This is an optimization exercise on Yosys and OpenROAD, whose aim is small area and a short achievable clock period, not a production implementation. Function was not checked in any run shown here: the RTL went through the layout flow alone. In every run shown here, the design's own scripts or RTL, not TritonCTS, make the clock network. The clock input has no modelled driver; a real chip could not lean on it and would need a root buffer or a full tree. Power figures rest on the tool's default switching activity, not on a simulated workload.

File: design/flow/design.v
module PacketArbiter #
 ( parameter WIDTH = 8,
   parameter DEPTH = 8,
   parameter DLOG2 = 3,
   parameter KLOG2 = 3)
 ( input   clk,
   input   reset,
   input  [WIDTH-1:0]  A_tdata,
   input   A_tvalid,
   input   A_tlast,
   output reg A_tready,
   input  [WIDTH-1:0]  B_tdata,
   input   B_tvalid,
   input   B_tlast,
   output reg B_tready,
   output reg [WIDTH-1:0]  K_tdata,
   output reg K_tvalid,
   output reg K_tlast,
   input   K_tready);
  function [2:0] inc3(input [2:0] v);
    inc3 = {v[2] ^ (v[1] & v[0]), v[1] ^ v[0], ~v[0]};
  endfunction
  function [7:0] jdec(input [3:0] j);
    jdec = { j[3] & ~j[2], j[2] & ~j[1], j[1] & ~j[0], j[3] &  j[0],
             j[2] & ~j[3], j[1] & ~j[2], j[0] & ~j[1], ~j[3] & ~j[0]};
  endfunction
  reg [WIDTH-1:0] A_mem [0:DEPTH-1];
  reg [WIDTH-1:0] B_mem [0:DEPTH-1];
  reg [WIDTH-1:0] K_mem [0:DEPTH-1];
  reg [2:0] wa, wb, lenA, lenB, kw;
  reg [3:0] ra, rb;              
  reg [DEPTH-1:0] kr;            
  reg grant;
  reg [WIDTH-1:0] cdata;
  reg [DEPTH-1:0] kwe;
  wire endA = (lenA != 0) && (lenA == kw);
  wire endB = (lenB != 0) && (lenB == kw);
  wire endc = grant ? endB : endA;
  wire [DEPTH-1:0] krn = {kr[DEPTH-1:1], 1'b0};
  wire klast = grant ? krn[lenA] : krn[lenB];
  always @(posedge clk, posedge reset) begin
    if (reset) begin
      wa <= 0; wb <= 0; lenA <= 0; lenB <= 0;
      A_tready <= 1'b0; B_tready <= 1'b0;
    end else begin
      if (A_tvalid) begin
        A_tready <= ~A_tlast;
        wa <= A_tlast ? 3'd0 : inc3(wa);
        if (A_tlast) lenA <= wa;
      end
      if (B_tvalid) begin
        B_tready <= ~B_tlast;
        wb <= B_tlast ? 3'd0 : inc3(wb);
        if (B_tlast) lenB <= wb;
      end
    end
  end
  always @(posedge clk, posedge reset) begin
    if (reset) begin
      ra <= 0; rb <= 0; kw <= 0; grant <= 1'b0;
    end else begin
      if (grant) rb <= {rb[2:0], ~rb[3]};
      else       ra <= {ra[2:0], ~ra[3]};
      kw <= endc ? 3'd0 : inc3(kw);
      grant <= grant ^ endc;
    end
  end
  always @(posedge clk, posedge reset) begin
    if (reset) begin
      kr <= 1; K_tvalid <= 1'b0; K_tlast <= 1'b0;
    end else if (K_tready) begin
      K_tvalid <= 1'b1;
      K_tlast <= klast;
      kr <= klast ? {{(DEPTH-1){1'b0}}, 1'b1} : {kr[DEPTH-2:0], kr[DEPTH-1]};
    end
  end
  wire [DEPTH-1:0] sa = jdec(ra);
  wire [DEPTH-1:0] sb = jdec(rb);
  reg [WIDTH-1:0] crd, krd;
  integer i;
  always @* begin
    crd = {WIDTH{1'b0}};
    krd = {WIDTH{1'b0}};
    for (i = 0; i < DEPTH; i = i + 1) begin
      crd = crd | ({WIDTH{~grant & sa[i]}} & A_mem[i])
                | ({WIDTH{ grant & sb[i]}} & B_mem[i]);
      krd = krd | ({WIDTH{kr[i]}} & K_mem[i]);
    end
  end
  wire kbyp = |(kwe & kr);
  always @(posedge clk) begin
    if (A_tvalid && !reset) A_mem[wa] <= A_tdata;
    if (B_tvalid && !reset) B_mem[wb] <= B_tdata;
    cdata <= crd;
    for (i = 0; i < DEPTH; i = i + 1) begin
      kwe[i] <= !reset && kw == i;
      if (kwe[i]) K_mem[i] <= cdata;
    end
    if (K_tready) K_tdata <= kbyp ? cdata : krd;
  end
endmodule
File: design/flow/flow/run.sh
#!/bin/bash
# Standard ORFS layout, except that the clock tree is built by flow/cts_pre.tcl
# (hooked in through PRE_CTS_TCL) instead of TritonCTS. make's output goes to
# make.log here; ORFS's per-step logs stay under orfs/logs.
set -euo pipefail
here=$(pwd)
bash standard.sh "PRE_CTS_TCL=$here/flow/cts_pre.tcl" finish > make.log 2>&1
File: design/flow/flow/cts_pre.tcl
# Sourced by ORFS's cts.tcl before clock_tree_synthesis (PRE_CTS_TCL): builds
# a two-level clock tree by hand (the clock port drives 4 mid buffers, which
# drive 8 leaf buffers, each leaf driving about 30 flip-flops), then turns
# the clock_tree_synthesis call that follows into a no-op.
source [file join [file dirname [info script]] mycts.tcl]
mycts_run 4 8 sky130_fd_sc_hd__clkbuf_16 sky130_fd_sc_hd__clkbuf_16
set_propagated_clock [all_clocks]
proc clock_tree_synthesis {args} {
  puts "clock_tree_synthesis skipped: manual clock tree in place"
}
File: design/flow/flow/mycts.tcl
proc mycts_centre {items} {
  set sx 0; set sy 0
  foreach s $items { set sx [expr {$sx + [lindex $s 1]}]; set sy [expr {$sy + [lindex $s 2]}] }
  set n [llength $items]
  return [list [expr {int($sx / $n)}] [expr {int($sy / $n)}]]
}
proc mycts_split {items ngroups} {
  set groups [list $items]
  set axis 0
  while {[llength $groups] < $ngroups} {
    set ng {}
    foreach g $groups {
      set idx [expr {$axis ? 2 : 1}]
      set s [lsort -real -index $idx $g]
      set h [expr {[llength $s] / 2}]
      lappend ng [lrange $s 0 [expr {$h - 1}]] [lrange $s $h end]
    }
    set groups $ng
    set axis [expr {1 - $axis}]
  }
  return $groups
}
proc mycts_buf {name cell xy innet} {
  set block [ord::get_db_block]
  set m [[ord::get_db] findMaster $cell]
  set b [odb::dbInst_create $block $m $name]
  set w [$m getWidth]
  $b setLocation [expr {[lindex $xy 0] - $w / 2}] [lindex $xy 1]
  $b setPlacementStatus PLACED
  set net [odb::dbNet_create $block net_$name]
  $net setSigType CLOCK
  [$b findITerm A] connect $innet
  [$b findITerm X] connect $net
  return $net
}
proc mycts_run {nmid nleaf midcell leafcell} {
  set block [ord::get_db_block]
  set clknet [$block findNet clk]
  $clknet setSigType CLOCK
  set sinks {}
  foreach it [$clknet getITerms] {
    set bb [[$it getInst] getBBox]
    lappend sinks [list $it [expr {([$bb xMin] + [$bb xMax]) / 2.0}] [expr {([$bb yMin] + [$bb yMax]) / 2.0}]]
  }
  set leaves {}
  set i 0
  foreach g [mycts_split $sinks $nleaf] {
    set c [mycts_centre $g]
    lappend leaves [list $g [lindex $c 0] [lindex $c 1] $i]
    incr i
  }
  set j 0
  foreach mg [mycts_split $leaves $nmid] {
    set mnet [mycts_buf clkmid_$j $midcell [mycts_centre $mg] $clknet]
    foreach lf $mg {
      set lnet [mycts_buf clkleaf_[lindex $lf 3] $leafcell [lrange $lf 1 2] $mnet]
      foreach s [lindex $lf 0] {
        set it [lindex $s 0]
        $it disconnect
        $it connect $lnet
      }
    }
    incr j
  }
}
File: design/flow/standard.sh
#!/bin/bash
# synth_recipe.tcl (not shown) runs the flow's synth.tcl, then flattens the netlist and writes it again
# the make line also repeats each setting of config.mk as NAME=value (left out here)
make -C /OpenROAD-flow-scripts/flow DESIGN_CONFIG=/design/flow/config.mk WORK_HOME=/design/flow/orfs CLKGATE_MAP_FILE= SYNTH_SCRIPT=/design/flow/synth_recipe.tcl "${@:-finish}"
File: design/flow/config.mk
export PLATFORM = sky130hd
export DESIGN_NAME = PacketArbiter
export DESIGN_NICKNAME = PacketArbiter
export VERILOG_FILES = /design/flow/design.v
export SDC_FILE = /design/flow/constraint.sdc
export NUM_CORES = 4
export LEC_CHECK = 0
export CAP_MARGIN = 20
export CORE_MARGIN = 2
export CORE_UTILIZATION = 60
export SETUP_SLACK_MARGIN = 2.3
export SLEW_MARGIN = 20
File: design/flow/constraint.sdc
create_clock -name core_clock -period 4.0 [get_ports {clk}]
set_input_delay 0.8000 -clock core_clock [delete_from_list [all_inputs] [get_ports {clk}]]
set_output_delay 0.8000 -clock core_clock [all_outputs]
set_load 0.01 [all_outputs]
==> results.py, run 1 <==
metrics = {
    "run_status": {
        "status": "timing/DRC/antenna clean",
    },
    "yosys": {
        "ys.flop_type": "sky130_fd_sc_hd__edfxtp_1",
        "syn-num-nets": 645,
        "synth_area_per_cell_sq_um": 15.58,
        "yosys_warnings": 2,
        "fraction_of_registers_with_async_set_reset_pct": 14.29,
        "synth_top_area_share_pct": 62.79,
        "synth_enable_flop_cells": 200,
        "synth.ff_latch_count": 252,
        "synth.yosys.seq_area_share_pct": 75.57,
        "post-synth-top-count-cell": "sky130_fd_sc_hd__edfxtp_1",
        "ys_top_cells_by_area": "sky130_fd_sc_hd__edfxtp_1 63%, sky130_fd_sc_hd__dfrtp_1 9.2%, sky130_fd_sc_hd__a22oi_1 3.7%, sky130_fd_sc_hd__dfxtp_1 3.3%, sky130_fd_sc_hd__a221oi_1 3.2%",
        "post_synth_inst_count": 614,
        "mappedNetlistArea_sq_um": 9565,
        "yosys.area.top_type": "sky130_fd_sc_hd__edfxtp_1",
        "yosys.cell_types.count": 56,
        "yosys-top-cells-count": "200 x sky130_fd_sc_hd__edfxtp_1, 47 x sky130_fd_sc_hd__a22oi_1, 35 x sky130_fd_sc_hd__a221oi_1, 35 x sky130_fd_sc_hd__dfrtp_1, 33 x sky130_fd_sc_hd__nor2_1",
    },
    "finish": {
        "layout.nets": 702,
        "drive_gt1_share_pct": 21.23,
        "post-route-util_pct": 69.81,
        "area.growth.synth_to_final_pct": 14.68,
        "n_antenna_cell": 0,
    },
    "die": {
        "chipHeight_um": 130.3,
        "io_pins": 35,
        "overall_die_area_sq_um": 16970,
        "std_cell_rows": 46,
        "core_sq_um": 15710,
        "initial_core_util_pct": 60.88,
        "die-width_um": 130.3,
    },
    "placement": {
        "io_buffers": 34,
        "final_weighted_congestion_in_routability_driven_placement": 0.8728,
        "hpwlAfterDp_mm": 14.33,
    },
    "route": {
        "wirelength_mm": 22.45,
        "vias_after_detailed_routing": 5731,
        "route.detailed.drc": 0,
        "initialDrtViolationCount": 820,
        "firstDrtPassIters": 5,
        "vias_per_cell": 6.476,
        "ant_nets": 0,
        "routedWlPerCell_um": 25.37,
    },
    "sta": {
        "grt_setup_unrepaired": "yes",
        "timing_max_transition_violations_final": 0,
        "final.setup.tns_ps": 0,
        "setup_viol_count_final": 0,
        "worst_slew_margin_rel_pct": 64.29,
        "fin_crit_ps": 1724,
        "fraction_of_the_cycle_the_final_worst_path_needs_pct": 43.10,
        "worstMarginPinSlew_ps": 530.0,
        "hold_viol_final": 0,
        "max_clock_freq_ghz": 0.5801,
        "skew_ps": 22.95,
    },
    "global_route": {
        "grt_overflow_total": 0,
        "grt_pass1_wl_mm": 33.98,
        "first_global_vias": 5709,
        "grt_max_degree": 34,
        "gr-usage-all-layers_pct": 26.92,
        "antenna_violations_before_repair": 0,
    },
    "worst_setup_path": {
        "critical_path.endpoint_type": "flip-flop",
        "cp_launch_type": "flip-flop",
        "timing.critical_path.slowest_cell_delay_ps": 500,
        "timing.critical_path.fanout_max": 6,
        "cpLargestDelayFamily": "compound AO/OA/AOI/OAI gates",
        "worstPathArrival_ps": 1930,
        "setup.worst_path.class": "flip-flop to flip-flop",
        "worstPathRequired_ps": 4200,
        "path_buf_inv": 1,
        "worstPathCellList": "buf_4 > a22oi_1 > nor2_1 > a221oi_2 > o2111ai_1 > a22o_1",
        "r2r_slack_ps": 2280,
        "slowest_stage": "sky130_fd_sc_hd__dfrtp_2",
    },
    "power_and_ir_drop": {
        "power.internal_mw": 4.890,
        "power.share.clock_pct": 16.8,
        "power.switching_mw": 2.465,
        "power.share.sequential_pct": 53.3,
        "power.share.combinational_pct": 30.0,
        "vdd.ir_drop.worst_mv": 0.5964,
        "power_density_nw_per_um2": 670.5,
        "power.leakage_nw": 3.716,
        "power_switching_share_pct": 33.51,
    },
    "clocking": {
        "insertion_delay_of_the_later_clocked_pin_in_the_worst_skew_pair_ps": 310,
        "post_cts_hold_buffer_count": 0,
        "clk_pin_slew_ps": 120,
    },
    "run": {
        "drv_cap": 0,
    },
    "hold_path": {
        "hold_path_class": "input pin to asynchronous set/reset pin",
    },
}
==> registers in the layout (all words and copies together) (netlist names) <==
| register | flops |
|---|---|
| A_mem | 64 |
| A_tready | 1 |
| B_mem | 64 |
| B_tready | 1 |
| K_mem | 64 |
| K_tdata | 8 |
| K_tlast | 1 |
| K_tvalid | 1 |
| cdata | 8 |
| grant | 1 |
| kr | 8 |
| kw | 3 |
| kwe | 8 |
| lenA | 3 |
| lenB | 3 |
| ra | 4 |
| rb | 4 |
| wa | 3 |
| wb | 3 |
==> metrics by stage <==
step / cells / hold slack [ps] / total power [mW] / area [sq um] / setup slack [ps]
after detailed placement: 834 / 457.8 / 5.733 / 10200 / 1136
after global routing: 885 / 475.7 / 7.670 / 10970 / 2229
final: 885 / 473.6 / 7.355 / 10970 / 2276
after global placement: 834 / 458.9 / 5.678 / 10200 / 1229
after floorplan: 614 / 438.3 / 5.037 / 9772 / 2222
after CTS: 875 / 476.3 / 7.138 / 10810 / 2267
==> worst register-to-register path: cells and delay by family (launching register included) <==
kind	cells	cell delay (ps)
flops	1	500
buf+inv	1	180
simple gates	1	80
compound gates	4	850
==> metal layers <==
layer | wire length, um | track usage (%)
met4 | 703 | 7.527
met1 | 9184 | 38.54
met2 | 10830 | 44.53
met3 | 1735 | 3.198
met5 | 0 | 0
==> path summary, 6_finish.rpt <==
kind | start | endpoint | depth (start not counted)
hold reg to reg | K_tvalid | K_tvalid | 1
min in group core_clock | K_tvalid | K_tvalid | 1
max in group asynchronous | reset | kr[0] | 2
setup reg to reg | ra[2] | cdata[3] | 6
setup / recovery | ra[2] | cdata[3] | 6
hold / removal | reset | ra[2] | 2
==> kinds of logic (layout without fill, tap and decap cells) <==
kind of cell               count (synthesis)  in the layout  synth area share, %
AOI/OAI and AO/OA                        179            179                14.32
xor gates and xnor gates                   4              4               0.3663
adders and majority gates                  8              8                1.046
buffers and inverters                     57            112                2.590
DFF                                      252            252                75.57
muxes                                      9              9                1.020
and+or+nand+nor                          105            105                5.088
==> placed cells by master (no fill, tap or decap), types with 7 or more instances in the layout <==
master	count
sky130_fd_sc_hd__edfxtp_1	200
sky130_fd_sc_hd__a22oi_1	45
sky130_fd_sc_hd__buf_4	34
sky130_fd_sc_hd__nand2_1	29
sky130_fd_sc_hd__a221oi_1	28
sky130_fd_sc_hd__nor2_1	21
sky130_fd_sc_hd__inv_1	20
sky130_fd_sc_hd__dfrtp_1	19
sky130_fd_sc_hd__clkdlybuf4s50_1	18
sky130_fd_sc_hd__a22o_1	17
sky130_fd_sc_hd__o21ai_0	16
sky130_fd_sc_hd__dfrtp_2	15
sky130_fd_sc_hd__clkbuf_16	13
sky130_fd_sc_hd__buf_2	13
sky130_fd_sc_hd__nor2_4	12
sky130_fd_sc_hd__a21o_1	9
sky130_fd_sc_hd__a31oi_1	9
sky130_fd_sc_hd__dfxtp_1	9
sky130_fd_sc_hd__o22ai_1	8
sky130_fd_sc_hd__nand3_1	8
sky130_fd_sc_hd__ha_1	8
sky130_fd_sc_hd__a21oi_1	7
sky130_fd_sc_hd__a221oi_2	7
sky130_fd_sc_hd__dfxtp_2	7
==> final cells by class <==
class	instances	area [sq um]
inverter	26	135.1
timing repair inverter	1	16.27
buffer	12	300.3
sequential	252	7263
multi-input combinational	305	2357
fill	1083	4743
tap	216	270.3
timing repair buffer	73	626.9
==> power groups by stage <==
stage | combinational (mW) | sequential, mW | clock [mW]
finish | 2.20 | 3.92 | 1.23
CTS | 1.98 | 3.92 | 1.23
detailed placement | 1.69 | 4.04 | 0
global route | 2.38 | 3.97 | 1.32
global placement | 1.66 | 4.02 | 0
floorplan | 1.41 | 3.63 | 0
==> what timing repair did <==
item / CTS / global route
gates cloned: 1 / 1
endpoints found under the hold margin: 0 / 0
pin swaps: 7 / 0
resized for setup: 107 / 23
setup endpoints to repair: 186 / 41
setup buffers: 28 / 9
==> run 2: changes to the inputs <==
--- a/design/flow/design.v
+++ b/design/flow/design.v
@@ -32,4 +32,5 @@
   reg [DEPTH-1:0] kr;            
   reg grant;
+  reg [2:0] lsel;    
   reg [WIDTH-1:0] cdata;
   reg [DEPTH-1:0] kwe;
@@ -38,5 +39,8 @@
   wire endc = grant ? endB : endA;
   wire [DEPTH-1:0] krn = {kr[DEPTH-1:1], 1'b0};
-  wire klast = grant ? krn[lenA] : krn[lenB];
+  wire klast = krn[lsel];
+  wire [2:0] lenA_n = (A_tvalid && A_tlast) ? wa : lenA;
+  wire [2:0] lenB_n = (B_tvalid && B_tlast) ? wb : lenB;
+  wire grant_n = grant ^ endc;
   always @(posedge clk, posedge reset) begin
     if (reset) begin
@@ -58,10 +62,11 @@
   always @(posedge clk, posedge reset) begin
     if (reset) begin
-      ra <= 0; rb <= 0; kw <= 0; grant <= 1'b0;
+      ra <= 0; rb <= 0; kw <= 0; grant <= 1'b0; lsel <= 0;
     end else begin
+      lsel <= grant_n ? lenA_n : lenB_n;
       if (grant) rb <= {rb[2:0], ~rb[3]};
       else       ra <= {ra[2:0], ~ra[3]};
       kw <= endc ? 3'd0 : inc3(kw);
-      grant <= grant ^ endc;
+      grant <= grant_n;
     end
   end
==> design/flow/flow/cts_pre.tcl (replaced) <==
# Sourced by ORFS's cts.tcl before clock_tree_synthesis (PRE_CTS_TCL): builds
# a two-level clock tree by hand (the clock port drives 4 mid buffers, which
# drive 10 leaf buffers, each leaf driving about 26 flip-flops), then turns
# the clock_tree_synthesis call that follows into a no-op.
source [file join [file dirname [info script]] mycts.tcl]
mycts_run 4 10 sky130_fd_sc_hd__clkbuf_16 sky130_fd_sc_hd__clkbuf_16
set_propagated_clock [all_clocks]
proc clock_tree_synthesis {args} {
  puts "clock_tree_synthesis skipped: manual clock tree in place"
}
--- a/design/flow/flow/mycts.tcl
+++ b/design/flow/flow/mycts.tcl
@@ -5,19 +5,15 @@
   return [list [expr {int($sx / $n)}] [expr {int($sy / $n)}]]
 }
-proc mycts_split {items ngroups} {
-  set groups [list $items]
-  set axis 0
-  while {[llength $groups] < $ngroups} {
-    set ng {}
-    foreach g $groups {
-      set idx [expr {$axis ? 2 : 1}]
-      set s [lsort -real -index $idx $g]
-      set h [expr {[llength $s] / 2}]
-      lappend ng [lrange $s 0 [expr {$h - 1}]] [lrange $s $h end]
-    }
-    set groups $ng
-    set axis [expr {1 - $axis}]
-  }
-  return $groups
+proc mycts_split {items ngroups {axis 0}} {
+  # cut items into ngroups groups of near-equal size, alternating the cut axis
+  if {$ngroups <= 1} { return [list $items] }
+  set n1 [expr {$ngroups / 2}]
+  set n2 [expr {$ngroups - $n1}]
+  set idx [expr {$axis ? 2 : 1}]
+  set s [lsort -real -index $idx $items]
+  set h [expr {int(round([llength $s] * double($n1) / $ngroups))}]
+  set next [expr {1 - $axis}]
+  return [concat [mycts_split [lrange $s 0 [expr {$h - 1}]] $n1 $next] \
+                 [mycts_split [lrange $s $h end] $n2 $next]]
 }
 proc mycts_buf {name cell xy innet} {
==> run 2 against run 1 <==
Compared with the run above:
- still clean on timing, DRC and antenna
- fmax up 3.3%
- critical path depth down 1
- routed wire length down 1.3%
- via count up 1.1%
- total power up 3.9%
- design area up 5.0%
- sequential share of layout area down 2.5 points
- first-iteration DRC count down 25%
- synthesized area up 0.17%
- global-route usage down 0.19 points
- critical endpoint unchanged
- highest routed layer unchanged
==> results.py, run 2 <==
metrics = {
    "run_status": {
        "status": "timing/DRC/antenna clean",
    },
    "finish": {
        "final_common_cell": "sky130_fd_sc_hd__edfxtp_1",
        "n_antenna_cell": 0,
        "layout_common_cells": "200 x sky130_fd_sc_hd__edfxtp_1, 50 x sky130_fd_sc_hd__buf_4, 45 x sky130_fd_sc_hd__a22oi_1",
        "layout.nets": 724,
        "area.growth.synth_to_final_pct": 20.16,
        "post-route-util_pct": 73.01,
        "drive_gt1_share_pct": 26.34,
        "final_layout_fill_cell_count": 1057,
        "largestRegisters": "A_mem (64), B_mem (64), K_mem (64)",
    },
    "route": {
        "routedWlPerCell_um": 24.44,
        "initialDrtViolationCount": 616,
        "vias_after_detailed_routing": 5793,
        "route.detailed.drc": 0,
        "firstDrtPassIters": 5,
        "wirelength_mm": 22.17,
        "ant_nets": 0,
        "vias_per_cell": 6.387,
    },
    "clocking": {
        "clk_pin_slew_ps": 90,
        "insertion_delay_of_the_later_clocked_pin_in_the_worst_skew_pair_ps": 300,
        "post_cts_hold_buffer_count": 0,
    },
    "yosys": {
        "post-synth-top-count-cell": "sky130_fd_sc_hd__edfxtp_1",
        "synth.yosys.seq_area_share_pct": 76.22,
        "yosys-top-cells-count": "200 x sky130_fd_sc_hd__edfxtp_1, 46 x sky130_fd_sc_hd__a22oi_1, 38 x sky130_fd_sc_hd__dfrtp_1, 28 x sky130_fd_sc_hd__clkbuf_1, 26 x sky130_fd_sc_hd__nand2_1",
        "ys_top_cells_by_area": "sky130_fd_sc_hd__edfxtp_1 63%, sky130_fd_sc_hd__dfrtp_1 9.9%, sky130_fd_sc_hd__a22oi_1 3.6%, sky130_fd_sc_hd__dfxtp_1 3.3%, sky130_fd_sc_hd__a221oi_1 2.1%",
        "synth.ff_latch_count": 255,
        "yosys.cell_types.count": 49,
        "post_synth_inst_count": 607,
        "syn-num-nets": 638,
        "yosys.area.top_type": "sky130_fd_sc_hd__edfxtp_1",
        "mappedNetlistArea_sq_um": 9582,
        "yosys_warnings": 2,
        "ys.flop_type": "sky130_fd_sc_hd__edfxtp_1",
        "synth_top_area_share_pct": 62.68,
        "fraction_of_registers_with_async_set_reset_pct": 15.29,
        "synth_area_per_cell_sq_um": 15.79,
        "synth_enable_flop_cells": 200,
    },
    "global_route": {
        "grt_overflow_total": 0,
        "grt_max_degree": 36,
        "grt_pass1_wl_mm": 33.58,
        "gr-usage-all-layers_pct": 26.73,
        "first_global_vias": 5640,
        "antenna_violations_before_repair": 0,
    },
    "worst_setup_path": {
        "critical_path.endpoint_type": "flip-flop",
        "timing.critical_path.fanout_max": 4,
        "cpLargestDelayFamily": "compound AO/OA/AOI/OAI gates",
        "timing.critical_path.slowest_cell_delay_ps": 440,
        "r2r_cells": 5,
        "worstPathArrival_ps": 1840,
        "r2r_slack_ps": 2330,
        "worstPathRequired_ps": 4170,
        "worstPathCellList": "buf_4 > buf_4 > a221oi_1 > o21ai_1 > a221o_1",
        "path_buf_inv": 2,
        "critical_path_cell_count": 5,
        "critical-path-top-cell-by-count": "sky130_fd_sc_hd__buf_4",
        "cp_launch_type": "flip-flop",
        "setup.worst_path.class": "flip-flop to flip-flop",
        "slowest_stage": "sky130_fd_sc_hd__dfrtp_2",
    },
    "power_and_ir_drop": {
        "power.internal_mw": 5.146,
        "power.share.clock_pct": 17.4,
        "power.switching_mw": 2.493,
        "power.share.combinational_pct": 31.9,
        "power_density_nw_per_um2": 663.4,
        "vdd.ir_drop.worst_mv": 0.5226,
        "power.leakage_nw": 3.992,
        "power_switching_share_pct": 32.63,
        "power.share.sequential_pct": 50.6,
    },
    "placement": {
        "io_buffers": 34,
        "hpwlAfterDp_mm": 14.18,
        "final_weighted_congestion_in_routability_driven_placement": 0.8923,
        "preCtsSetupSlack_ps": 1140,
    },
    "sta": {
        "timing.final.ws_setup_ps": 2331,
        "hold_viol_final": 0,
        "grt_setup_unrepaired": "yes",
        "fraction_of_the_cycle_the_final_worst_path_needs_pct": 41.72,
        "skew_ps": 24.63,
        "final.setup.tns_ps": 0,
        "fin_crit_ps": 1669,
        "max_clock_freq_ghz": 0.5992,
        "setup_viol_count_final": 0,
        "timing_max_transition_violations_final": 0,
        "worst_slew_margin_rel_pct": 57.63,
        "worstMarginPinSlew_ps": 635.5,
    },
    "die": {
        "overall_die_area_sq_um": 17000,
        "die-width_um": 130.4,
        "chipHeight_um": 130.4,
        "initial_core_util_pct": 60.76,
        "core_sq_um": 15770,
        "io_pins": 35,
        "std_cell_rows": 46,
    },
    "hold_path": {
        "whs_path_depth": 1,
        "hold_path_class": "flip-flop to flip-flop",
    },
    "run": {
        "drv_cap": 0,
    },
}
[run 2: changes by cell type after synthesis, sizes merged, moves of 4 or more]
cell	before	now
nor3	4	10
nor4	2	9
clkbuf	17	29
buf	14	5
o21ai	20	25
o221ai	7	3
nor2	33	17
nand2	30	26
a221oi	35	23
[run 2: stage by stage]
step                      hold slack (ps)  cells  power, mW  area (sq um)
after floorplan                     455.9    607      5.110          9956
after global placement              451.6    827      5.769         10410
after detailed placement            477.3    827      5.825         10410
after CTS                           497.7    883      7.345         11220
after global routing                514.5    907      7.984         11510
final                               490.8    907      7.638         11510
[run 2: kinds of logic after synthesis]
group | Yosys count | synth area share (%)
DFF | 255 | 76.22
AOI/OAI and AO/OA | 176 | 13.66
and+or+nand+nor | 91 | 4.623
buffers and inverters | 59 | 2.442
muxes | 13 | 1.554
adders and majority gates | 8 | 1.045
xor gates and xnor gates | 5 | 0.4571
[run 2: worst paths after layout]
check / startpoint / end
worst min-delay path: K_tvalid / K_tvalid
worst min register to register: K_tvalid / K_tvalid
worst max-delay path: rb[3] / cdata[3]
max in group asynchronous: reset / kr[0]
worst max register to register: rb[3] / cdata[3]
min in group asynchronous: reset / kw[2]
[run 2: repair_timing]
item,4_1_cts,5_1_grt
gates resized for setup,103,23
pin swaps,15,5
buffers inserted,42,24
hold endpoints to repair,0,0
gates cloned,0,0
setup endpoints to repair,224,41
[run 2: layer usage]
layer  part of all wire (%)  up-vias  track usage [%]
met3                    6.7       44            2.809
met4                    2.4        0            5.006
met2                     49      249            44.47
met1                     42     2928            39.66
li1                       -     2572                -
met5                      0        -                0
[run 2: layout make-up]
| class | instances | area, sq um | area share (%) |
|---|---|---|---|
| Tap cell | 216 | 270.3 | 2.347 |
| Buffer | 14 | 350.3 | 3.043 |
| Multi-Input combinational cell | 293 | 2441 | 21.20 |
| Timing Repair Buffer | 104 | 1003 | 8.716 |
| Sequential cell | 255 | 7333 | 63.69 |
| Inverter | 25 | 115.1 | 0.9998 |
[run 2: power groups by stage]
stage / combinational, mW / clock [mW] / sequential, mW
final: 2.44 / 1.33 / 3.87
after detailed placement: 1.70 / 0 / 4.12
after floorplan: 1.42 / 0 / 3.69
after global routing: 2.63 / 1.43 / 3.93
after global placement: 1.67 / 0 / 4.10
after CTS: 2.02 / 1.35 / 3.98
==> run 3: changes to the inputs <==
--- a/design/flow/config.mk
+++ b/design/flow/config.mk
@@ -11,2 +11,3 @@
 export SETUP_SLACK_MARGIN = 2.3
 export SLEW_MARGIN = 20
+export TNS_END_PERCENT = 5
==> run 3 against run 2 <==
Compared with the run above:
- total power decreased by 0.11%
- routed wire length decreased by 1.7%
- cell count decreased by 2.0%
- die area unchanged
==> results.py, run 3 <==
metrics = {
    "sta": {
        "grt_setup_unrepaired": "yes",
        "fraction_of_the_cycle_the_final_worst_path_needs_pct": 44.00,
        "timing_max_transition_violations_final": 0,
        "fin_crit_ps": 1760,
        "skew_ps": 29.18,
        "timing.final.ws_setup_ps": 2240,
        "final.setup.tns_ps": 0,
        "worst_slew_margin_rel_pct": 60.52,
        "hold_viol_final": 0,
        "setup_viol_count_final": 0,
        "max_clock_freq_ghz": 0.5682,
        "worstMarginPinSlew_ps": 592.2,
    },
    "die": {
        "die-width_um": 130.4,
        "io_pins": 35,
        "std_cell_rows": 46,
        "chipHeight_um": 130.4,
        "overall_die_area_sq_um": 17000,
        "core_sq_um": 15770,
        "initial_core_util_pct": 60.76,
    },
    "worst_setup_path": {
        "worstSetupStartpoint": "K_tdata[0]",
        "worstPathRequired_ps": 3200,
        "setup.worst_path.class": "flip-flop to output pin",
        "worst_setup_path_endpoint": "K_tdata[0]",
        "cp_launch_type": "flip-flop",
        "critical_path.endpoint_type": "output pin",
        "cpLargestDelayFamily": "flip-flops",
        "worstPathArrival_ps": 960,
        "slowest_stage": "sky130_fd_sc_hd__edfxtp_1",
        "timing.rr.end": "cdata[4]",
        "r2r_slack_ps": 2280,
        "r2r_cells": 6,
        "critical_path_cell_count": 1,
        "path_buf_inv": 1,
        "timing.critical_path.slowest_cell_delay_ps": 360,
        "timing.critical_path.fanout_max": 1,
        "timing.rr.start": "ra[3]",
        "worstPathCellList": "dlygate4sd2_1",
    },
    "hold_path": {
        "hold_path_class": "flip-flop to flip-flop",
    },
    "yosys": {
        "ys.flop_type": "sky130_fd_sc_hd__edfxtp_1",
        "synth.yosys.seq_area_share_pct": 76.22,
        "ys_top_cells_by_area": "sky130_fd_sc_hd__edfxtp_1 63%, sky130_fd_sc_hd__dfrtp_1 9.9%, sky130_fd_sc_hd__a22oi_1 3.6%, sky130_fd_sc_hd__dfxtp_1 3.3%, sky130_fd_sc_hd__a221oi_1 2.1%",
        "yosys-top-cells-count": "200 x sky130_fd_sc_hd__edfxtp_1, 46 x sky130_fd_sc_hd__a22oi_1, 38 x sky130_fd_sc_hd__dfrtp_1, 28 x sky130_fd_sc_hd__clkbuf_1, 26 x sky130_fd_sc_hd__nand2_1",
        "yosys.cell_types.count": 49,
        "synth_area_per_cell_sq_um": 15.79,
        "synth_top_area_share_pct": 62.68,
        "syn-num-nets": 638,
        "post_synth_inst_count": 607,
        "synth.ff_latch_count": 255,
        "post-synth-top-count-cell": "sky130_fd_sc_hd__edfxtp_1",
        "mappedNetlistArea_sq_um": 9582,
        "yosys_warnings": 2,
        "synth_enable_flop_cells": 200,
        "yosys.area.top_type": "sky130_fd_sc_hd__edfxtp_1",
        "fraction_of_registers_with_async_set_reset_pct": 15.29,
    },
    "global_route": {
        "gr-usage-all-layers_pct": 25.35,
        "globalRoute.busiestLayer": "met2",
        "global_route.usage.met2_pct": 43.79,
        "grt_overflow_total": 0,
        "grt_max_degree": 37,
        "antenna_violations_before_repair": 0,
        "first_global_vias": 5477,
        "grt_use_met1_pct": 35.78,
        "grt_util_met3_pct": 2.687,
        "grt_pass1_wl_mm": 32.31,
    },
    "finish": {
        "final_layout_fill_cell_count": 1037,
        "layout.nets": 706,
        "post-route-util_pct": 72.09,
        "n_antenna_cell": 0,
        "final_common_cell": "sky130_fd_sc_hd__edfxtp_1",
        "largestRegisters": "A_mem (64), B_mem (64), K_mem (64)",
        "area.growth.synth_to_final_pct": 18.65,
        "drive_gt1_share_pct": 23.03,
        "layout_common_cells": "200 x sky130_fd_sc_hd__edfxtp_1, 43 x sky130_fd_sc_hd__a22oi_1, 36 x sky130_fd_sc_hd__buf_4",
    },
    "power_and_ir_drop": {
        "power.share.combinational_pct": 30.5,
        "power.share.clock_pct": 17.6,
        "power.switching_mw": 2.518,
        "power_density_nw_per_um2": 671.2,
        "vdd.ir_drop.worst_mv": 0.5285,
        "power.internal_mw": 5.112,
        "power.share.sequential_pct": 51.9,
        "power_switching_share_pct": 33.00,
        "total_power_mw": 7.630,
        "power.leakage_nw": 3.894,
    },
    "run": {
        "drv_cap": 0,
    },
    "route": {
        "initialDrtViolationCount": 818,
        "routedWlPerCell_um": 24.51,
        "route.detailed.drc": 0,
        "firstDrtPassIters": 5,
        "wirelength_mm": 21.79,
        "vias_per_cell": 6.361,
        "vias_after_detailed_routing": 5655,
        "ant_nets": 0,
    },
    "placement": {
        "hpwlAfterDp_mm": 13.59,
        "io_buffers": 34,
        "preCtsSetupSlack_ps": 1204,
        "final_weighted_congestion_in_routability_driven_placement": 0.8500,
    },
    "clocking": {
        "clk_pin_slew_ps": 90,
        "insertion_delay_of_the_later_clocked_pin_in_the_worst_skew_pair_ps": 310,
    },
    "run_status": {
        "status": "timing/DRC/antenna clean",
    },
}
==> run 3: changes by cell type in the layout (fill, tap and decap cells not counted), sizes merged <==
cell | before | now
inv | 18 | 17
clkbuf | 14 | 17
clkinvlp | 4 | 6
dlygate4sd2 | 2 | 5
buf | 85 | 51
clkdlybuf4s15 | 1 | 11
clkinv | 3 | 2
==> run 3: cell type report <==
class / instances / area [sq um] / share of cell area (%)
flip-flops and latches: 255 / 7330 / 64.47
plain buffers: 14 / 350.3 / 3.082
multi-input cells: 293 / 2405 / 21.15
repair buffers: 86 / 892.1 / 7.847
inverters: 25 / 121.4 / 1.068
well taps: 216 / 270.3 / 2.377
==> run 3: logic make-up after synthesis <==
| family | Yosys count | synth area share [%] |
|---|---|---|
| AND/OR/NAND/NOR | 91 | 4.623 |
| multiplexers | 13 | 1.554 |
| AO/OA/AOI/OAI | 176 | 13.66 |
| buffers and inverters | 59 | 2.442 |
| XOR/XNOR | 5 | 0.4571 |
| flip-flops | 255 | 76.22 |
| adder cells (fa/ha/maj) | 8 | 1.045 |
==> run 3: layer usage <==
metal / vias up / part of all wire [%]
met3: 36 / 6.7
met1: 2825 / 41
met2: 261 / 50
li1: 2533 / -
met4: 0 / 2.4
met5: - / 0
==> run 3: per-stage QoR <==
step	area [sq um]	hold slack (ps)	std cells
2_1_floorplan	9739	455.9	607
3_3_place_gp	10250	449.5	829
3_5_place_dp	10250	450.9	829
4_1_cts	11050	470.7	872
5_1_grt	11370	514.0	889
6_report	11370	476.2	889
==> run 3: what timing repair did <==
item / 4_1_cts / 5_1_grt
gates resized for setup: 76 / 44
endpoints found under the setup margin: 186 / 152
pin swaps: 14 / 11
hold buffers: 0 / 0
gates cloned: 0 / 2
setup buffers: 29 / 15
==> run 3: power by group through the flow <==
| stage | Combinational, mW | Clock, mW | Sequential [mW] |
|---|---|---|---|
| detailed placement | 1.70 | 0 | 4.08 |
| CTS | 1.94 | 1.36 | 4.00 |
| finish | 2.33 | 1.34 | 3.96 |
| global placement | 1.66 | 0 | 4.06 |
| global route | 2.50 | 1.45 | 4.02 |
| floorplan | 1.38 | 0 | 3.68 |
==> run 3: how the worst min path moves through the flow <==
stage                 from  endpoint  depth (start not counted)
6_report          K_tvalid  K_tvalid                          1
5_1_grt           K_tvalid  K_tvalid                          1
4_1_cts           K_tvalid  K_tvalid                          1
3_3_place_gp      K_tvalid  K_tvalid                          1
3_5_place_dp      K_tvalid  K_tvalid                          1
2_1_floorplan  B_mem[1][6]  cdata[6]                          2
==> run 4: changes to the inputs <==
--- a/design/flow/config.mk
+++ b/design/flow/config.mk
@@ -9,5 +9,4 @@
 export CORE_MARGIN = 2
 export CORE_UTILIZATION = 60
-export SETUP_SLACK_MARGIN = 2.3
+export SETUP_SLACK_MARGIN = 2.0
 export SLEW_MARGIN = 20
-export TNS_END_PERCENT = 5
==> run 4 against run 3 <==
Compared with the run above:
- combinational power fell by 24%
- register-to-register slack got worse by 270 ps
- total power fell by 6.3%
- routed wire length fell by 4.4%
- critical path type is now flip-flop to flip-flop
- fmax fell by 11%
- still clean
- clock power barely moved
- utilization fell by 2.7 points
- synthesized area did not move
- sequential cell count did not move
==> results.py, run 4 <==
metrics = {
    "yosys": {
        "post_synth_inst_count": 607,
        "yosys.area.top_type": "sky130_fd_sc_hd__edfxtp_1",
        "synth.yosys.seq_area_share_pct": 76.22,
        "synth_top_area_share_pct": 62.68,
        "synth_area_per_cell_sq_um": 15.79,
        "fraction_of_registers_with_async_set_reset_pct": 15.29,
        "ys.flop_type": "sky130_fd_sc_hd__edfxtp_1",
        "synth.ff_latch_count": 255,
        "syn-num-nets": 638,
        "mappedNetlistArea_sq_um": 9582,
        "synth_enable_flop_cells": 200,
        "yosys_warnings": 2,
        "yosys.cell_types.count": 49,
        "ys_top_cells_by_area": "sky130_fd_sc_hd__edfxtp_1 63%, sky130_fd_sc_hd__dfrtp_1 9.9%, sky130_fd_sc_hd__a22oi_1 3.6%, sky130_fd_sc_hd__dfxtp_1 3.3%, sky130_fd_sc_hd__a221oi_1 2.1%",
        "yosys-top-cells-count": "200 x sky130_fd_sc_hd__edfxtp_1, 46 x sky130_fd_sc_hd__a22oi_1, 38 x sky130_fd_sc_hd__dfrtp_1, 28 x sky130_fd_sc_hd__clkbuf_1, 26 x sky130_fd_sc_hd__nand2_1",
        "post-synth-top-count-cell": "sky130_fd_sc_hd__edfxtp_1",
    },
    "sta": {
        "worst_slew_margin_rel_pct": 58.12,
        "timing.final.ws_setup_ps": 2013,
        "final.setup.tns_ps": 0,
        "max_clock_freq_ghz": 0.5032,
        "fraction_of_the_cycle_the_final_worst_path_needs_pct": 49.69,
        "worstMarginPinSlew_ps": 628.1,
        "hold_viol_final": 0,
        "grt_setup_unrepaired": "yes",
        "timing_max_transition_violations_final": 0,
        "skew_ps": 30.58,
        "fin_crit_ps": 1987,
        "setup_viol_count_final": 0,
    },
    "worst_setup_path": {
        "worstPathRequired_ps": 4170,
        "cpLargestDelayFamily": "compound AO/OA/AOI/OAI gates",
        "critical_path.endpoint_type": "flip-flop",
        "cp_launch_type": "flip-flop",
        "slowest_stage": "sky130_fd_sc_hd__dfrtp_2",
        "setup.worst_path.class": "flip-flop to flip-flop",
        "timing.critical_path.fanout_max": 14,
        "worstPathCellList": "inv_1 > a221oi_1 > o21ai_0 > a221o_1",
        "worstPathArrival_ps": 2150,
        "path_buf_inv": 1,
        "timing.critical_path.slowest_cell_delay_ps": 570,
    },
    "die": {
        "overall_die_area_sq_um": 17000,
        "die-width_um": 130.4,
        "std_cell_rows": 46,
        "io_pins": 35,
        "core_sq_um": 15770,
        "chipHeight_um": 130.4,
        "initial_core_util_pct": 60.76,
    },
    "finish": {
        "largestRegisters": "A_mem (64), B_mem (64), K_mem (64)",
        "n_antenna_cell": 0,
        "final_common_cell": "sky130_fd_sc_hd__edfxtp_1",
        "area.growth.synth_to_final_pct": 14.19,
        "layout.nets": 681,
        "drive_gt1_share_pct": 13.73,
        "final_area_sq_um": 10940,
        "layout_common_cells": "200 x sky130_fd_sc_hd__edfxtp_1, 46 x sky130_fd_sc_hd__a22oi_1, 32 x sky130_fd_sc_hd__dfrtp_1",
    },
    "route": {
        "vias_after_detailed_routing": 5488,
        "wirelength_mm": 20.84,
        "firstDrtPassIters": 5,
        "routedWlPerCell_um": 24.12,
        "route.detailed.drc": 0,
        "ant_nets": 0,
        "vias_per_cell": 6.352,
        "initialDrtViolationCount": 484,
    },
    "placement": {
        "hpwlAfterDp_mm": 13.57,
        "preCtsSetupSlack_ps": 869.8,
        "final_weighted_congestion_in_routability_driven_placement": 0.8715,
        "dpl_cell_area_sq_um": 10280,
        "io_buffers": 34,
    },
    "global_route": {
        "grt_pass1_wl_mm": 31.94,
        "gr-usage-all-layers_pct": 24.95,
        "first_global_vias": 5464,
        "antenna_violations_before_repair": 0,
        "grt_overflow_total": 0,
        "grt_max_degree": 36,
    },
    "hold_path": {
        "hold_path_class": "flip-flop to flip-flop",
    },
    "power_and_ir_drop": {
        "power_density_nw_per_um2": 653.3,
        "power.leakage_nw": 3.785,
        "vdd.ir_drop.worst_mv": 0.4893,
    },
    "clocking": {
        "clk_pin_slew_ps": 90,
        "insertion_delay_of_the_later_clocked_pin_in_the_worst_skew_pair_ps": 310,
    },
    "run_status": {
        "status": "timing/DRC/antenna clean",
    },
    "run": {
        "drv_cap": 0,
    },
}
==> run 4: cell counts after synthesis <==
Identical to the previous run, type by type.
==> run 4: final cells by class <==
| cell class | instances | area, sq um |
|---|---|---|
| Fill cell | 1079 | 4828 |
| Tap cell | 216 | 270.3 |
| Timing Repair Buffer | 60 | 638.1 |
| Timing Repair inverter | 1 | 5.005 |
| Inverter | 25 | 103.9 |
| Buffer | 14 | 350.3 |
| Multi-Input combinational cell | 293 | 2263 |
| Sequential cell | 255 | 7311 |
==> run 4: timing repair <==
| item | in CTS | in global routing |
|---|---|---|
| endpoints found under the hold margin | 0 | 0 |
| gates cloned | 1 | 0 |
| buffers inserted | 20 | 0 |
| setup endpoints to repair | 184 | 17 |
| resized for setup | 25 | 9 |
| pin swaps | 13 | 0 |
| hold buffers | 0 | 0 |
==> run 4: worst register-to-register path: cells and delay by family (launching register included) <==
kind / cells / cell delay, ps
buffers and inverters: 1 / 320
AOI/OAI and AO/OA: 3 / 980
DFF: 1 / 570
==> run 4: where the power goes <==
group	total [mW]	internal, mW	switching (mW)
Sequential	4.05	3.38	0.672
Clock	1.34	0.631	0.705
Combinational	1.76	0.795	0.968
==> run 4: path summary, 6_finish.rpt <==
path / from / to / slack (ps) / cells past startpoint
min in group asynchronous: reset / B_tready / 670 / 2
min reg2reg: K_tlast / K_tlast / 510 / 2
max in group asynchronous: reset / kr[0] / 2780 / 4
max reg2reg: rb[1] / cdata[3] / 2010 / 4
min: K_tlast / K_tlast / 510 / 2
max: rb[1] / cdata[3] / 2010 / 4
==> run 4: metal layers <==
layer	GRT usage [%]	wire length, um
met2	43.18	10440
met4	5.319	529
met1	35.79	8759
met3	1.710	1108
met5	0	0
==> run 4: metrics by stage <==
| step | utilization [%] | hold WS (ps) | instances | power (mW) |
|---|---|---|---|---|
| floorplan | - | 455.9 | 607 | 5.064 |
| detailed placement | 65.20 | 500.4 | 829 | 5.807 |
| global route | 69.38 | 544.3 | 864 | 7.483 |
| CTS | 69.22 | 517.1 | 864 | 7.145 |
| finish | 69.38 | 510.6 | 864 | 7.148 |
| global placement | 65.20 | 490.7 | 829 | 5.745 |
==> run 4: cell families (layout without fill, tap and decap cells) <==
family | after synthesis | after routing | synth area share, %
flip-flops | 255 | 255 | 76.22
AO/OA/AOI/OAI | 176 | 176 | 13.66
AND/OR/NAND/NOR | 91 | 91 | 4.623
buffers and inverters | 59 | 100 | 2.442
multiplexers | 13 | 13 | 1.554
adder cells (fa/ha/maj) | 8 | 8 | 1.045
XOR/XNOR | 5 | 5 | 0.4571
==> run 5: changes to the inputs <==
--- a/design/flow/config.mk
+++ b/design/flow/config.mk
@@ -9,4 +9,4 @@
 export CORE_MARGIN = 2
 export CORE_UTILIZATION = 60
-export SETUP_SLACK_MARGIN = 2.0
+export SETUP_SLACK_MARGIN = 2.2
 export SLEW_MARGIN = 20
==> run 5 against run 4 <==
Compared with the run above:
- synthesized cell count unchanged
- combinational power rose by 24%
- sequential power is 2% lower
- sequential cell count stayed put
- routed wire length increased by 7.8%
- largest cell class unchanged
==> results.py, run 5 <==
metrics = {
    "route": {
        "vias_after_detailed_routing": 5732,
        "ant_nets": 0,
        "vias_per_cell": 6.462,
        "wirelength_mm": 22.46,
        "route.detailed.drc": 0,
        "firstDrtPassIters": 5,
        "routedWlPerCell_um": 25.32,
        "initialDrtViolationCount": 652,
    },
    "yosys": {
        "syn-num-nets": 638,
        "synth_top_area_share_pct": 62.68,
        "post-synth-top-count-cell": "sky130_fd_sc_hd__edfxtp_1",
        "synth.yosys.seq_area_share_pct": 76.22,
        "synth.ff_latch_count": 255,
        "ys_top_cells_by_area": "sky130_fd_sc_hd__edfxtp_1 63%, sky130_fd_sc_hd__dfrtp_1 9.9%, sky130_fd_sc_hd__a22oi_1 3.6%, sky130_fd_sc_hd__dfxtp_1 3.3%, sky130_fd_sc_hd__a221oi_1 2.1%",
        "ys.flop_type": "sky130_fd_sc_hd__edfxtp_1",
        "fraction_of_registers_with_async_set_reset_pct": 15.29,
        "post_synth_inst_count": 607,
        "synth_enable_flop_cells": 200,
        "synth_area_per_cell_sq_um": 15.79,
        "yosys.cell_types.count": 49,
        "yosys_warnings": 2,
        "mappedNetlistArea_sq_um": 9582,
        "yosys-top-cells-count": "200 x sky130_fd_sc_hd__edfxtp_1, 46 x sky130_fd_sc_hd__a22oi_1, 38 x sky130_fd_sc_hd__dfrtp_1, 28 x sky130_fd_sc_hd__clkbuf_1, 26 x sky130_fd_sc_hd__nand2_1",
        "yosys.area.top_type": "sky130_fd_sc_hd__edfxtp_1",
    },
    "worst_setup_path": {
        "timing.rr.end": "cdata[6]",
        "setup.worst_path.class": "flip-flop to flip-flop",
        "timing.critical_path.fanout_max": 10,
        "timing.critical_path.slowest_cell_delay_ps": 540,
        "worstSetupStartpoint": "ra[1]",
        "worstPathRequired_ps": 4130,
        "worstPathArrival_ps": 1920,
        "critical_path.endpoint_type": "flip-flop",
        "critical_path_cell_count": 5,
        "cpLargestDelayFamily": "compound AO/OA/AOI/OAI gates",
        "cp_launch_type": "flip-flop",
        "path_buf_inv": 1,
        "worstPathCellList": "buf_12 > a221oi_1 > nor2_1 > nor3_2 > o221ai_1",
        "timing.rr.start": "ra[1]",
        "slowest_stage": "sky130_fd_sc_hd__dfrtp_4",
        "r2r_slack_ps": 2220,
        "r2r_cells": 5,
    },
    "finish": {
        "final-seq-area_sq_um": 7332,
        "final_cell_count_no_fill": 887,
        "layout_common_cells": "200 x sky130_fd_sc_hd__edfxtp_1, 44 x sky130_fd_sc_hd__a22oi_1, 38 x sky130_fd_sc_hd__buf_4",
        "layout.nets": 704,
        "final_common_cell": "sky130_fd_sc_hd__edfxtp_1",
        "n_antenna_cell": 0,
        "largestRegisters": "A_mem (64), B_mem (64), K_mem (64)",
        "final_layout_fill_cell_count": 1068,
        "post-route-util_pct": 71.60,
        "drive_gt1_share_pct": 21.76,
        "multiInputGateArea_sq_um": 2376,
        "area.growth.synth_to_final_pct": 17.85,
    },
    "sta": {
        "worstMarginPinSlew_ps": 662.8,
        "timing_max_transition_violations_final": 0,
        "setup_viol_count_final": 0,
        "skew_ps": 42.04,
        "grt_setup_unrepaired": "yes",
        "worst_slew_margin_rel_pct": 55.81,
        "max_clock_freq_ghz": 0.5604,
        "fin_crit_ps": 1785,
        "fraction_of_the_cycle_the_final_worst_path_needs_pct": 44.61,
        "final.setup.tns_ps": 0,
        "hold_viol_final": 0,
    },
    "power_and_ir_drop": {
        "power.share.sequential_pct": 52.9,
        "power.switching_mw": 2.478,
        "power.share.clock_pct": 17.9,
        "total_power_mw": 7.506,
        "power.leakage_nw": 3.884,
        "power_density_nw_per_um2": 664.7,
        "power_switching_share_pct": 33.01,
        "power.share.combinational_pct": 29.2,
        "power.internal_mw": 5.028,
        "vdd.ir_drop.worst_mv": 0.5434,
    },
    "global_route": {
        "grt_use_met1_pct": 38.46,
        "grt_pass1_wl_mm": 34.04,
        "globalRoute.busiestLayer": "met2",
        "grt_overflow_total": 0,
        "gr-usage-all-layers_pct": 26.90,
        "first_global_vias": 5677,
        "grt_max_degree": 36,
        "global_route.usage.met2_pct": 46.47,
        "antenna_violations_before_repair": 0,
        "grt_util_met3_pct": 2.932,
    },
    "clocking": {
        "clk_pin_slew_ps": 90,
        "insertion_delay_of_the_later_clocked_pin_in_the_worst_skew_pair_ps": 320,
        "post_cts_hold_buffer_count": 0,
    },
    "run_status": {
        "status": "timing/DRC/antenna clean",
    },
    "hold_path": {
        "whs_path_depth": 1,
        "holdCritStartpoint": "K_tvalid",
        "hold_end": "K_tvalid",
        "hold_path_class": "flip-flop to flip-flop",
    },
    "die": {
        "overall_die_area_sq_um": 17000,
        "core_sq_um": 15770,
        "die-width_um": 130.4,
        "io_pins": 35,
        "initial_core_util_pct": 60.76,
        "std_cell_rows": 46,
        "chipHeight_um": 130.4,
    },
    "run": {
        "drv_cap": 0,
    },
    "placement": {
        "io_buffers": 34,
        "post-place-cells": 828,
        "final_weighted_congestion_in_routability_driven_placement": 0.8510,
        "hpwlAfterDp_mm": 14.44,
    },
}
==> run 5: cell count changes in the layout (fill, tap and decap cells not counted), sizes merged <==
| cell | delta |
|---|---|
| clkdlybuf4s15 | +5 |
| clkdlybuf4s50 | -4 |
| clkinvlp | +3 |
| buf | +22 |
| clkbuf | +2 |
| inv | -4 |
| dlymetal6s2s | -4 |
| dlygate4sd2 | +2 |
| clkinv | +1 |
==> run 5: cell type report <==
type / instances / share of cell area (%)
buffer: 14 / 3.102
inverter: 25 / 1.053
multi-input combinational: 293 / 21.04
sequential: 255 / 64.93
tap: 216 / 2.393
timing repair buffer: 83 / 7.435
timing repair inverter: 1 / 0.04432
==> run 5: metal layers <==
metal / vias to the layer above / wire, um / share of wire [%]
met5: - / 0 / 0
met4: 0 / 393 / 1.7
met3: 30 / 1708 / 7.6
met2: 284 / 11310 / 50
met1: 2886 / 9050 / 40
li1: 2532 / - / -
==> run 5: per-stage QoR <==
step / worst slack (ps) / hold WS [ps] / instance area (sq um)
final: 2215 / 466.7 / 11290
after CTS: 2195 / 471.3 / 11100
after global routing: 2167 / 478.4 / 11290
after detailed placement: 1151 / 451.9 / 10360
after global placement: 1219 / 452.8 / 10360
after floorplan: 1839 / 455.9 / 9899
==> run 5: power by group through the flow <==
| stage | combinational, mW | clock [mW] | sequential [mW] |
|---|---|---|---|
| after CTS | 2.00 | 1.36 | 3.99 |
| after global routing | 2.37 | 1.45 | 4.03 |
| after floorplan | 1.41 | 0 | 3.69 |
| after global placement | 1.70 | 0 | 4.09 |
| after detailed placement | 1.73 | 0 | 4.10 |
| final | 2.19 | 1.34 | 3.97 |
==> run 5: worst register-to-register path, stage by stage, from the launching register on <==
cell and delay (ps):
sky130_fd_sc_hd__dfrtp_4 540, sky130_fd_sc_hd__buf_12 160, sky130_fd_sc_hd__a221oi_1 380, sky130_fd_sc_hd__nor2_1 140, sky130_fd_sc_hd__nor3_2 190, sky130_fd_sc_hd__o221ai_1 200
==> run 5: worst max-delay path by stage <==
stage / endpoint / slack (ps)
after floorplan: B_mem[3][0] / 1840
after global placement: A_mem[2][7] / 1220
after detailed placement: A_mem[2][5] / 1150
after CTS: cdata[6] / 2190
after global routing: cdata[6] / 2170
final: cdata[6] / 2220
==> run 5: repair_timing <==
item                                    CTS  global route
gates resized for setup                  56            29
gates cloned                              1             1
pin swaps                                16             2
buffers inserted                         33            10
endpoints found under the setup margin  185            55
==> run 5: cell families after synthesis <==
logic type	after synthesis	share of synthesized area (%)
flops	255	76.22
compound gates	176	13.66
simple gates	91	4.623
buf+inv	59	2.442
mux	13	1.554
fa+ha+maj	8	1.045
xor+xnor	5	0.4571
==> run 6: changes to the inputs <==
==> design/flow/flow/run.sh (replaced) <==
#!/bin/bash
# Standard ORFS layout, except that:
# - the clock tree is built by flow/cts_pre.tcl (hooked in through PRE_CTS_TCL)
#   instead of TritonCTS;
# - the port buffers are buf_2 cells (BUFFER_PORTS_ARGS).
# make's output goes to make.log here; ORFS's per-step logs stay under orfs/logs.
set -euo pipefail
here=$(pwd)
bash standard.sh "PRE_CTS_TCL=$here/flow/cts_pre.tcl" \
  "BUFFER_PORTS_ARGS=-buffer_cell sky130_fd_sc_hd__buf_2" \
  finish > make.log 2>&1
--- a/design/flow/config.mk
+++ b/design/flow/config.mk
@@ -9,4 +9,4 @@
 export CORE_MARGIN = 2
 export CORE_UTILIZATION = 60
-export SETUP_SLACK_MARGIN = 2.2
+export SETUP_SLACK_MARGIN = 2.3
 export SLEW_MARGIN = 20
==> run 6 against run 5 <==
Compared with the run above:
- design area increased by 1.5%
- clock skew fell by 14 ps
- total power increased by 3.3%
- synthesized area did not move
- still clean on timing, DRC and antenna
- hold slack about the same
- fmax rose by 2.0%
- largest power group unchanged
- sequential share of layout area shrank 0.83 points
==> results.py, run 6 <==
metrics = {
    "global_route": {
        "gr-usage-all-layers_pct": 26.48,
        "grt_pass1_wl_mm": 33.55,
        "first_global_vias": 5705,
        "grt_overflow_total": 0,
        "antenna_violations_before_repair": 0,
        "grt_max_degree": 27,
    },
    "yosys": {
        "syn-num-nets": 638,
        "yosys.area.top_type": "sky130_fd_sc_hd__edfxtp_1",
        "mappedNetlistArea_sq_um": 9582,
        "synth_area_per_cell_sq_um": 15.79,
        "post_synth_inst_count": 607,
        "ys.flop_type": "sky130_fd_sc_hd__edfxtp_1",
        "synth_top_area_share_pct": 62.68,
        "yosys.cell_types.count": 49,
        "post-synth-top-count-cell": "sky130_fd_sc_hd__edfxtp_1",
        "synth_enable_flop_cells": 200,
        "synth.yosys.seq_area_share_pct": 76.22,
        "ys_top_cells_by_area": "sky130_fd_sc_hd__edfxtp_1 63%, sky130_fd_sc_hd__dfrtp_1 9.9%, sky130_fd_sc_hd__a22oi_1 3.6%, sky130_fd_sc_hd__dfxtp_1 3.3%, sky130_fd_sc_hd__a221oi_1 2.1%",
        "yosys_warnings": 2,
        "yosys-top-cells-count": "200 x sky130_fd_sc_hd__edfxtp_1, 46 x sky130_fd_sc_hd__a22oi_1, 38 x sky130_fd_sc_hd__dfrtp_1, 28 x sky130_fd_sc_hd__clkbuf_1, 26 x sky130_fd_sc_hd__nand2_1",
        "synth.ff_latch_count": 255,
        "fraction_of_registers_with_async_set_reset_pct": 15.29,
    },
    "worst_setup_path": {
        "timing.critical_path.fanout_max": 5,
        "critical_path.endpoint_type": "flip-flop",
        "setup.worst_path.class": "flip-flop to flip-flop",
        "cp_launch_type": "flip-flop",
        "worstPathArrival_ps": 1920,
        "worstPathRequired_ps": 4180,
    },
    "finish": {
        "multiInputGateArea_sq_um": 2447,
        "post-route-util_pct": 72.67,
        "final-seq-area_sq_um": 7346,
        "area.growth.synth_to_final_pct": 19.60,
        "layout_common_cells": "200 x sky130_fd_sc_hd__edfxtp_1, 64 x sky130_fd_sc_hd__buf_4, 43 x sky130_fd_sc_hd__a22oi_1",
        "largestRegisters": "A_mem (64), B_mem (64), K_mem (64)",
        "final_layout_fill_cell_count": 1058,
        "n_antenna_cell": 0,
        "layout.nets": 731,
        "drive_gt1_share_pct": 30.52,
        "final_common_cell": "sky130_fd_sc_hd__edfxtp_1",
    },
    "power_and_ir_drop": {
        "power.switching_mw": 2.545,
        "power.internal_mw": 5.209,
        "power_density_nw_per_um2": 676.6,
        "power_switching_share_pct": 32.82,
        "power.leakage_nw": 3.999,
        "vdd.ir_drop.worst_mv": 0.4766,
        "power.share.sequential_pct": 50.3,
        "power.share.combinational_pct": 32.4,
        "power.share.clock_pct": 17.2,
    },
    "die": {
        "initial_core_util_pct": 60.76,
        "overall_die_area_sq_um": 17000,
        "chipHeight_um": 130.4,
        "core_sq_um": 15770,
        "die-width_um": 130.4,
        "std_cell_rows": 46,
        "io_pins": 35,
    },
    "placement": {
        "hpwlAfterDp_mm": 14.10,
        "io_buffers": 34,
        "final_weighted_congestion_in_routability_driven_placement": 0.8983,
    },
    "sta": {
        "worst_slew_margin_rel_pct": 61.39,
        "final.setup.tns_ps": 0,
        "worstMarginPinSlew_ps": 574.9,
        "timing_max_transition_violations_final": 0,
        "grt_setup_unrepaired": "yes",
        "fraction_of_the_cycle_the_final_worst_path_needs_pct": 43.74,
        "fin_crit_ps": 1750,
        "setup_viol_count_final": 0,
        "skew_ps": 28.01,
        "max_clock_freq_ghz": 0.5716,
        "hold_viol_final": 0,
    },
    "clocking": {
        "post_cts_hold_buffer_count": 0,
        "insertion_delay_of_the_later_clocked_pin_in_the_worst_skew_pair_ps": 310,
        "clk_pin_slew_ps": 100,
    },
    "route": {
        "initialDrtViolationCount": 630,
        "vias_per_cell": 6.399,
        "routedWlPerCell_um": 24.63,
        "wirelength_mm": 22.51,
        "ant_nets": 0,
        "route.detailed.drc": 0,
        "vias_after_detailed_routing": 5849,
        "firstDrtPassIters": 6,
    },
    "run_status": {
        "status": "timing/DRC/antenna clean",
    },
    "hold_path": {
        "hold_path_class": "flip-flop to flip-flop",
    },
    "run": {
        "drv_cap": 0,
    },
}
[run 6: cell types whose count changed in the layout (fill, tap and decap cells not counted), sizes merged]
cell	before	now
buf	49	110
clkdlybuf4s50	16	0
dlygate4sd2	8	0
clkdlybuf4s15	6	0
clkbuf	16	14
dlymetal6s2s	2	0
clkinvlp	6	7
inv	17	16
[run 6: what timing repair did]
action | CTS | global route
setup endpoints to repair | 158 | 76
buffers inserted | 45 | 29
pin swaps | 13 | 7
gates resized for setup | 35 | 28
gates cloned | 1 | 0
[run 6: final timing paths]
check / cells after the start / slack, ps / startpoint / to
worst max-delay path: 4 / 2250 / ra[3] / cdata[3]
worst min-delay path: 1 / 470 / K_tvalid / K_tvalid
worst max register to register: 4 / 2250 / ra[3] / cdata[3]
worst min register to register: 1 / 470 / K_tvalid / K_tvalid
max in group asynchronous: 4 / 2810 / reset / wa[1]
min in group asynchronous: 2 / 560 / reset / K_tlast
[run 6: per-stage QoR]
| stage | worst slack (ps) | power [mW] | instances | hold WS (ps) | area [sq um] |
|---|---|---|---|---|---|
| 2_1_floorplan | 1839 | 5.110 | 607 | 455.9 | 9956 |
| 3_3_place_gp | 1399 | 5.707 | 825 | 450.5 | 10220 |
| 3_5_place_dp | 1351 | 5.754 | 825 | 445.7 | 10220 |
| 4_1_cts | 2301 | 7.370 | 885 | 468.2 | 11090 |
| 5_1_grt | 2241 | 8.097 | 914 | 515.8 | 11460 |
| 6_report | 2250 | 7.754 | 914 | 467.1 | 11460 |
[run 6: cell type report]
| cell class | count | share of cell area, % |
|---|---|---|
| Timing Repair Buffer | 110 | 8.014 |
| Buffer | 14 | 3.057 |
| Sequential cell | 255 | 64.10 |
| Timing Repair inverter | 1 | 0.04367 |
| Inverter | 25 | 1.070 |
| Tap cell | 216 | 2.358 |
| Multi-Input combinational cell | 293 | 21.36 |
[run 6: routing by layer]
metal,track usage (%),up-vias,part of all wire [%]
met1,39.72,2950,42
met4,4.944,0,1.8
met2,43.06,274,49
li1,-,2593,-
met3,3.502,32,7.7
met5,0,-,0
[run 6: critical path, cell delays in order (launching register included)]
cell and delay, ps:
sky130_fd_sc_hd__dfrtp_2 470, sky130_fd_sc_hd__buf_4 180, sky130_fd_sc_hd__a221oi_1 390, sky130_fd_sc_hd__o21bai_2 190, sky130_fd_sc_hd__a221o_1 390
[run 6: power groups by stage]
stage	Combinational (mW)	Clock (mW)	Sequential, mW
6_report	2.52	1.34	3.90
2_1_floorplan	1.42	0	3.69
4_1_cts	2.07	1.34	3.96
3_3_place_gp	1.58	0	4.12
3_5_place_dp	1.61	0	4.14
5_1_grt	2.71	1.43	3.96
[run 6: logic make-up (layout without fill, tap and decap cells)]
logic type	after synthesis	in the layout	share of synthesized area, %
buffers and inverters	59	150	2.442
multiplexers	13	13	1.554
AND/OR/NAND/NOR	91	91	4.623
XOR/XNOR	5	5	0.4571
flip-flops	255	255	76.22
adder cells (fa/ha/maj)	8	8	1.045
AO/OA/AOI/OAI	176	176	13.66
==> run 7: changes to the inputs <==
--- a/design/flow/config.mk
+++ b/design/flow/config.mk
@@ -6,4 +6,5 @@
 export NUM_CORES = 4
 export LEC_CHECK = 0
+export ABC_CLOCK_PERIOD_IN_PS = 1000
 export CAP_MARGIN = 20
 export CORE_MARGIN = 2
==> run 7 against run 6 <==
Compared with the run above:
- still clean
- sequential share of layout area unchanged
- setup slack unchanged
- die area unchanged
- clock skew unchanged
- global-route usage unchanged
- routed wire length unchanged
- first-iteration DRC count unchanged
- synthesized area unchanged
- critical endpoint unchanged
- highest routed layer unchanged
==> results.py, run 7 <==
metrics = {
    "route": {
        "wirelength_mm": 22.51,
        "route.detailed.drc": 0,
        "ant_nets": 0,
        "vias_after_detailed_routing": 5849,
    },
    "sta": {
        "max_clock_freq_ghz": 0.5716,
        "fraction_of_the_cycle_the_final_worst_path_needs_pct": 43.74,
        "worst_slew_margin_rel_pct": 61.39,
        "worstMarginPinSlew_ps": 574.9,
        "timing_max_transition_violations_final": 0,
        "final.setup.tns_ps": 0,
        "fin_crit_ps": 1750,
        "timing.final.ws_setup_ps": 2250,
        "grt_setup_unrepaired": "yes",
    },
    "yosys": {
        "fraction_of_registers_with_async_set_reset_pct": 15.29,
        "mappedNetlistArea_sq_um": 9582,
        "synth.yosys.seq_area_share_pct": 76.22,
        "synth_enable_flop_cells": 200,
        "yosys_warnings": 2,
        "yosys-top-cells-count": "200 x sky130_fd_sc_hd__edfxtp_1, 46 x sky130_fd_sc_hd__a22oi_1, 38 x sky130_fd_sc_hd__dfrtp_1, 28 x sky130_fd_sc_hd__clkbuf_1, 26 x sky130_fd_sc_hd__nand2_1",
        "synth_area_per_cell_sq_um": 15.79,
        "ys.flop_type": "sky130_fd_sc_hd__edfxtp_1",
        "post_synth_inst_count": 607,
        "synth_top_area_share_pct": 62.68,
    },
    "global_route": {
        "gr-usage-all-layers_pct": 26.48,
        "grt_overflow_total": 0,
        "grt_pass1_wl_mm": 33.55,
        "first_global_vias": 5705,
    },
    "worst_setup_path": {
        "path_buf_inv": 1,
        "r2r_slack_ps": 2250,
        "worstPathRequired_ps": 4180,
        "timing.critical_path.slowest_cell_delay_ps": 470,
        "worstPathCellList": "buf_4 > a221oi_1 > o21bai_2 > a221o_1",
        "setup.worst_path.class": "flip-flop to flip-flop",
        "slowest_stage": "sky130_fd_sc_hd__dfrtp_2",
    },
    "finish": {
        "n_antenna_cell": 0,
        "layout_common_cells": "200 x sky130_fd_sc_hd__edfxtp_1, 64 x sky130_fd_sc_hd__buf_4, 43 x sky130_fd_sc_hd__a22oi_1",
        "layout.nets": 731,
        "drive_gt1_share_pct": 30.52,
        "final_common_cell": "sky130_fd_sc_hd__edfxtp_1",
    },
    "placement": {
        "hpwlAfterDp_mm": 14.10,
        "preCtsSetupSlack_ps": 1351,
    },
    "clocking": {
        "clk_pin_slew_ps": 100,
    },
    "hold_path": {
        "hold_path_class": "flip-flop to flip-flop",
    },
    "die": {
        "die-width_um": 130.4,
        "std_cell_rows": 46,
        "initial_core_util_pct": 60.76,
    },
    "power_and_ir_drop": {
        "power.leakage_nw": 3.999,
        "power_density_nw_per_um2": 676.6,
    },
    "run_status": {
        "status": "timing/DRC/antenna clean",
    },
}
run 7: cell counts after synthesis:
No cell type changed its count.
run 7: cell families after synthesis:
kind of cell	synth area share, %
mux	1.554
flops	76.22
compound gates	13.66
buf+inv	2.442
xor+xnor	0.4571
fa+ha+maj	1.045
simple gates	4.623
run 7: layer usage:
metal,GRT usage (%),wire (um),vias to the layer above
met5,0,0,-
met4,4.944,405,0
met3,3.502,1729,32
met2,43.06,11020,274
met1,39.72,9356,2950
li1,-,-,2593
run 7: path summary, 6_finish.rpt:
| path | cells past startpoint | end | startpoint |
|---|---|---|---|
| min in group asynchronous | 2 | K_tlast | reset |
| worst max-delay path | 4 | cdata[3] | ra[3] |
| worst max register to register | 4 | cdata[3] | ra[3] |
| worst min register to register | 1 | K_tvalid | K_tvalid |
| max in group asynchronous | 4 | wa[1] | reset |
| worst min-delay path | 1 | K_tvalid | K_tvalid |
run 7: power by group:
part,switching [mW],internal [mW]
logic,1.34,1.17
registers,0.499,3.40
clock network,0.704,0.631
run 7: what timing repair did:
action | 4_1_cts | 5_1_grt
resized for setup | 35 | 28
setup buffers | 45 | 29
hold buffers | 0 | 0
pin swaps | 13 | 7
gates cloned | 1 | 0
endpoints found under the setup margin | 158 | 76
run 7: final cells by class:
class | count | area [sq um] | share of cell area [%]
Tap cell | 216 | 270.3 | 2.358
Multi-Input combinational cell | 293 | 2447 | 21.36
Inverter | 25 | 122.6 | 1.070
Timing Repair inverter | 1 | 5.005 | 0.04367
Sequential cell | 255 | 7346 | 64.10
Buffer | 14 | 350.3 | 3.057
Timing Repair Buffer | 110 | 918.4 | 8.014
run 7: stage by stage:
stage / area (sq um) / util, % / hold slack (ps) / total power, mW / cells
after global routing: 11460 / 72.67 / 515.8 / 8.097 / 914
after detailed placement: 10220 / 64.84 / 445.7 / 5.754 / 825
after global placement: 10220 / 64.84 / 450.5 / 5.707 / 825
final: 11460 / 72.67 / 467.1 / 7.754 / 914
after floorplan: 9956 / - / 455.9 / 5.110 / 607
after CTS: 11090 / 70.31 / 468.2 / 7.370 / 885

Setup slack of run 7, layout unchanged: 2.250 ns with ideal ports, 2.250 ns with driving cells assumed (clock clkbuf_16, inputs buf_2), 2.012 ns with port delays also shifted by the 0.390 ns mid clock arrival.
